Background: an optimization exercise with open tools, aiming at small area. Do not read the settings as production practice. The RTL was checked by simulation tests, not by an equivalence proof against the original design. Power figures rest on the tool's default switching activity, not on a simulated workload.

run A:
==> flow/design.v (excerpt) <==
module cpe_cpu (
   input  wire        clk_w_i,
   input  wire        res_w_i_h,
   input  wire [31:0] instr_w_i,
   input  wire [31:0] mem_data_w_i,
   output wire [31:0] mem_data_in_w_o,
   output wire [31:0] mem_addr_in_w_o,
   output wire [31:0] instr_w_o,
   output wire        mem_wr_w_o_h,
   output wire        mem_rd_w_o_h,
   output wire [1:0]  mem_wr_byte_sel_w_o,
   output wire [2:0]  mem_rd_byte_sel_w_o
   );
   wire lui, auipc, jal, jalr, branch, load, store, op_imm, op, reg_write;
   wire [2:0] f3 = instr_w_i[14:12];
   control control_0 (
      .opcode_w_i(instr_w_i[6:0]), .lui_w_o(lui), .auipc_w_o(auipc),
      .jal_w_o(jal), .jalr_w_o(jalr), .branch_w_o(branch), .load_w_o(load),
      .store_w_o(store), .op_imm_w_o(op_imm), .op_w_o(op),
      .reg_write_w_o(reg_write));
   wire [31:1] pc_imm;
   imm_gen imm_gen_0 (
      .instr_w_i(instr_w_i), .branch_w_i(branch), .jal_w_i(jal),
      .pc_imm_w_o(pc_imm));
   wire [31:0] rs1, rs2, wr_data;
   registers registers_0 (
      .clk_w_i(clk_w_i), .res_w_i_h(res_w_i_h),
      .rd_reg_1_w_i(instr_w_i[19:15]), .rd_reg_2_w_i(instr_w_i[24:20]),
      .wr_reg_w_i(instr_w_i[11:7]), .wr_data_w_i(wr_data),
      .reg_wr_flag_w_i(reg_write),
      .rd_data_1_w_o(rs1), .rd_data_2_w_o(rs2));
   wire arith_op = op | op_imm;
   wire reg_b    = op | branch;
   wire [31:0] alu_imm = {{20{instr_w_i[31]}}, instr_w_i[31:25],
                          store ? instr_w_i[11:7] : instr_w_i[24:20]};
   wire [31:0] b_n;
   genvar j;
   generate
      for (j = 0; j < 32; j = j + 1) begin : b_g
         cell_mux2i m_0 (.a0_i(alu_imm[j]), .a1_i(rs2[j]), .s_i(reg_b), .y_o(b_n[j]));
  ...
Size: roughly 4000 cells after synthesis, roughly 1100 flip-flops, about 47000 µm² of cells after synthesis.
clock: 20.0 ns
lec_check: 0
cap_margin: 20
core_margin: 2
core_utilization: 30
place_density: 0.45
slew_margin: 20
synth_hierarchical: 1
synth_minimum_keep_size: 0
standard.sh (not shown) runs the stock make flow with config.mk's settings and CLKGATE_MAP_FILE= SYNTH_SCRIPT=/design/flow/synth_recipe.tcl, a recipe that flattens the netlist after the stock synthesis.
==> flow/flow/run.sh <==
#!/bin/bash
# Layout flow: the standard flow (standard.sh: standard synthesis, then
# ORFS floorplan to finish) with two placement/CTS options changed:
#  - port buffers use the smallest buffer cell (every port still gets one);
#  - clock tree synthesis inserts no dummy balancing loads.
# ORFS writes each step's full tool output under orfs/logs/; the make output
# goes to flow_make.log.
set -euo pipefail
export BUFFER_PORTS_ARGS="-buffer_cell sky130_fd_sc_hd__buf_1"
export CTS_ARGS="-sink_clustering_enable -repair_clock_nets -dont_use_dummy_load"
bash standard.sh finish > flow_make.log 2>&1
Changes in run B relative to run A:
Settings: PLACE_DENSITY now 0.6, was 0.45; CORE_UTILIZATION now 50, was 30.
==> flow/flow/run.sh <==
#!/bin/bash
# Layout flow: the standard flow (standard.sh: standard synthesis, then
# ORFS floorplan to finish) with these options changed:
#  - port buffers use the smallest buffer cell (every port still gets one);
#  - clock tree synthesis inserts no dummy balancing loads and clusters up
#    to 24 flip-flops per leaf buffer.
# ORFS writes each step's full tool output under orfs/logs/; the make output
# goes to flow_make.log.
set -euo pipefail
export BUFFER_PORTS_ARGS="-buffer_cell sky130_fd_sc_hd__buf_1"
export CTS_ARGS="-sink_clustering_enable -repair_clock_nets -dont_use_dummy_load -sink_clustering_size 24 -sink_clustering_max_diameter 60"
bash standard.sh finish > flow_make.log 2>&1
## What came out
- Any difference in tightest hold margin between run B and run A is small enough to ignore.
- Clock network latency to the later pin of the worst-skew pair: run B vs run A down 0.07 ns
- Taking run A as the reference point, the total power of run B falls by 0.35 mW.
- In terms of final worst-path setup slack, run B and run A differ only marginally.
- The sum of met2 wire segment lengths after detailed routing of run B is lower than that of run A.
- Compared to run A, run B leaves less free space in the core.
- Going from run A to run B, number of DRC markers in iteration 0 grew by more than 10%.
- Run B vs run A, wire length went down by 13%.
Inputs modified between run B and run C:
Settings: changing PLACE_DENSITY from 0.6 to 0.45; changing CORE_UTILIZATION from 50 to 30.
==> flow/run.sh (new file) <==
#!/bin/bash
# synth_recipe.tcl (not shown) runs the flow's synth.tcl, then flattens the netlist and writes it again
# the make line also repeats each setting of config.mk as NAME=value (left out here)
make -C /OpenROAD-flow-scripts/flow DESIGN_CONFIG=/design/flow/config.mk WORK_HOME=/design/flow/orfs CLKGATE_MAP_FILE= SYNTH_SCRIPT=/design/flow/synth_recipe.tcl finish
removed: flow/flow/run.sh
removed: flow/standard.sh
==> comparison <==
Going from run B to run C, the met2 wirelength from detailed routing was found to have gone up by 23%. In the tables for run C and run B, die area reads lower with run B. Going from run B to run C, the design area was found to have gone up by 3900 µm². Of the two values seen for capturing element of the worst setup path, registers_0.reg_g[27].word_0.q_o[30] was produced by run C and registers_0.reg_g[15].word_0.q_o[31] by run B. Run C went all the way through synthesis, placement and routing and the layout is clean on timing, DRC and antenna.
The following lists how run D was set up differently from run C:
Settings: changing PLACE_DENSITY from 0.45 to 0.7; changing CORE_UTILIZATION from 30 to 60; changing CAP_MARGIN from 20 to 5; changing SLEW_MARGIN from 20 to 5.
==> flow/flow/run.sh (new file) <==
#!/bin/bash
# Layout flow: the standard flow (standard.sh: standard synthesis, then
# ORFS floorplan to finish) with these options changed:
#  - port buffers use the smallest buffer cell (every port still gets one);
#  - clock tree synthesis inserts no dummy balancing loads and clusters up
#    to 30 flip-flops per leaf buffer.
# ORFS writes each step's full tool output under orfs/logs/; the make output
# goes to flow_make.log.
set -euo pipefail
export BUFFER_PORTS_ARGS="-buffer_cell sky130_fd_sc_hd__buf_1"
export CTS_ARGS="-sink_clustering_enable -repair_clock_nets -dont_use_dummy_load -sink_clustering_size 30 -sink_clustering_max_diameter 80"
bash standard.sh finish > flow_make.log 2>&1
==> flow/standard.sh (new file) <==
#!/bin/bash
# synth_recipe.tcl (not shown) runs the flow's synth.tcl, then flattens the netlist and writes it again
# the make line also repeats each setting of config.mk as NAME=value (left out here)
make -C /OpenROAD-flow-scripts/flow DESIGN_CONFIG=/design/flow/config.mk WORK_HOME=/design/flow/orfs CLKGATE_MAP_FILE= SYNTH_SCRIPT=/design/flow/synth_recipe.tcl "${@:-finish}"
removed: flow/run.sh
Results
Changes observed in run D relative to run C: worst setup slack up 0.38 ns, insertion delay to the later sink of the worst-skew pair shows a reduction of 0.07 ns.
Comparing initial cell density of the core for run D and run C, the smaller number came from run C.
Run C ended up with instr_w_i[5] as its launch point of the worst path; run D ended up with instr_w_i[2].
Re combinational logic power: run D and run C aren't equal, and the lower value belongs to run D.
Number of CTS-inserted buffers (run D over run C): decrease, 69
Compared with run C, in run D non-clock buffer count went up by about 4.4%, relative contribution of combinational cells to total power went up 1.2 points, power now smaller, final non-filler cell area moved down, share of cells above drive strength 1 down 5.0 points.
Summary of the comparison: die area is lower in run D, relative to run C.

Starting RTL as in the previous note.
clock: 20.0 ns
lec_check: 0
cap_margin: 20
core_margin: 2
core_utilization: 30
place_density: 0.45
slew_margin: 20
synth_hierarchical: 1
synth_minimum_keep_size: 0
==> flow/flow/run.sh <==
#!/bin/bash
# Layout flow: the standard flow (standard.sh: standard synthesis, then
# ORFS floorplan to finish) with these options changed:
#  - port buffers use the smallest buffer cell (every port still gets one);
#  - clock tree synthesis inserts no dummy balancing loads and clusters up
#    to 24 flip-flops per leaf buffer;
#  - after global routing, gates off the critical paths are downsized.
# ORFS writes each step's full tool output under orfs/logs/; the make output
# goes to flow_make.log.
set -euo pipefail
export BUFFER_PORTS_ARGS="-buffer_cell sky130_fd_sc_hd__buf_1"
export CTS_ARGS="-sink_clustering_enable -repair_clock_nets -dont_use_dummy_load -sink_clustering_size 24 -sink_clustering_max_diameter 60"
export RECOVER_POWER=100
bash standard.sh finish > flow_make.log 2>&1
The first run completed, yet does not pass: capacitance limit, slew limit.
==> next run, changes <==
--- a/flow/flow/run.sh
+++ b/flow/flow/run.sh
@@ -6,2 +6 @@
-#    to 24 flip-flops per leaf buffer;
-#  - after global routing, gates off the critical paths are downsized.
+#    to 30 flip-flops per leaf buffer.
@@ -12,2 +11 @@
-export CTS_ARGS="-sink_clustering_enable -repair_clock_nets -dont_use_dummy_load -sink_clustering_size 24 -sink_clustering_max_diameter 60"
-export RECOVER_POWER=100
+export CTS_ARGS="-sink_clustering_enable -repair_clock_nets -dont_use_dummy_load -sink_clustering_size 30 -sink_clustering_max_diameter 80"
CAP_MARGIN = 5   (was 20)
CORE_UTILIZATION = 50   (was 30)
PLACE_DENSITY = 0.6   (was 0.45)
SLEW_MARGIN = 5   (was 20)
After rerunning: With this change the flow produced a clean layout. Sequential share of layout area is higher by 1.6 points. Clock power decreases by about 33%. Global-route usage climbs by 14 points. Combinational power rises by about 2%. Non-clock buffer count increases by 24. Count of clock-buffer cells in the layout drops by 52. Wire length drops by 13%. Synthesized cell count is unchanged. Setup slack improved by 0.75 ns.

## static timing again, ports no longer ideal
The results above use ideal ports. As a check the final layouts listed here were re-extracted and re-timed, cells and wires unchanged. Step 1 assumes that a clkbuf_16 drives the clock port and a buf_2 every other input. Step 2 also shifts input and output timing later by t, the mid clock arrival at the registers, as if the neighbouring blocks saw the same clock. Slacks: ideal ports / drivers / drivers and shift; pairs: ideal ports / drivers.
run | t (ns) | setup slack, ns | worst hold slack (ns)
run A | 0.809 | 2.303 / 2.357 / 1.548 | 0.478 / 0.478 / 0.478
run B | 0.729 | 2.306 / 2.348 / 1.619 | 0.480 / 0.480 / 0.480
run C | 0.827 | 1.858 / 1.906 / 1.080 | 0.480 / 0.480 / 0.480
run D | 0.690 | 2.243 / 2.292 / 1.602 | 0.493 / 0.493 / 0.493
the first run of note 2 | 0.786 | 1.538 / 1.592 / 0.806 | 0.476 / 0.476 / 0.476
the second run of note 2 | 0.738 | 2.290 / 2.333 / 1.595 | 0.486 / 0.486 / 0.486
For run C, which loses most, drivers alone change the setup slack by +0.048 ns; drivers and shift together by -0.778 ns.
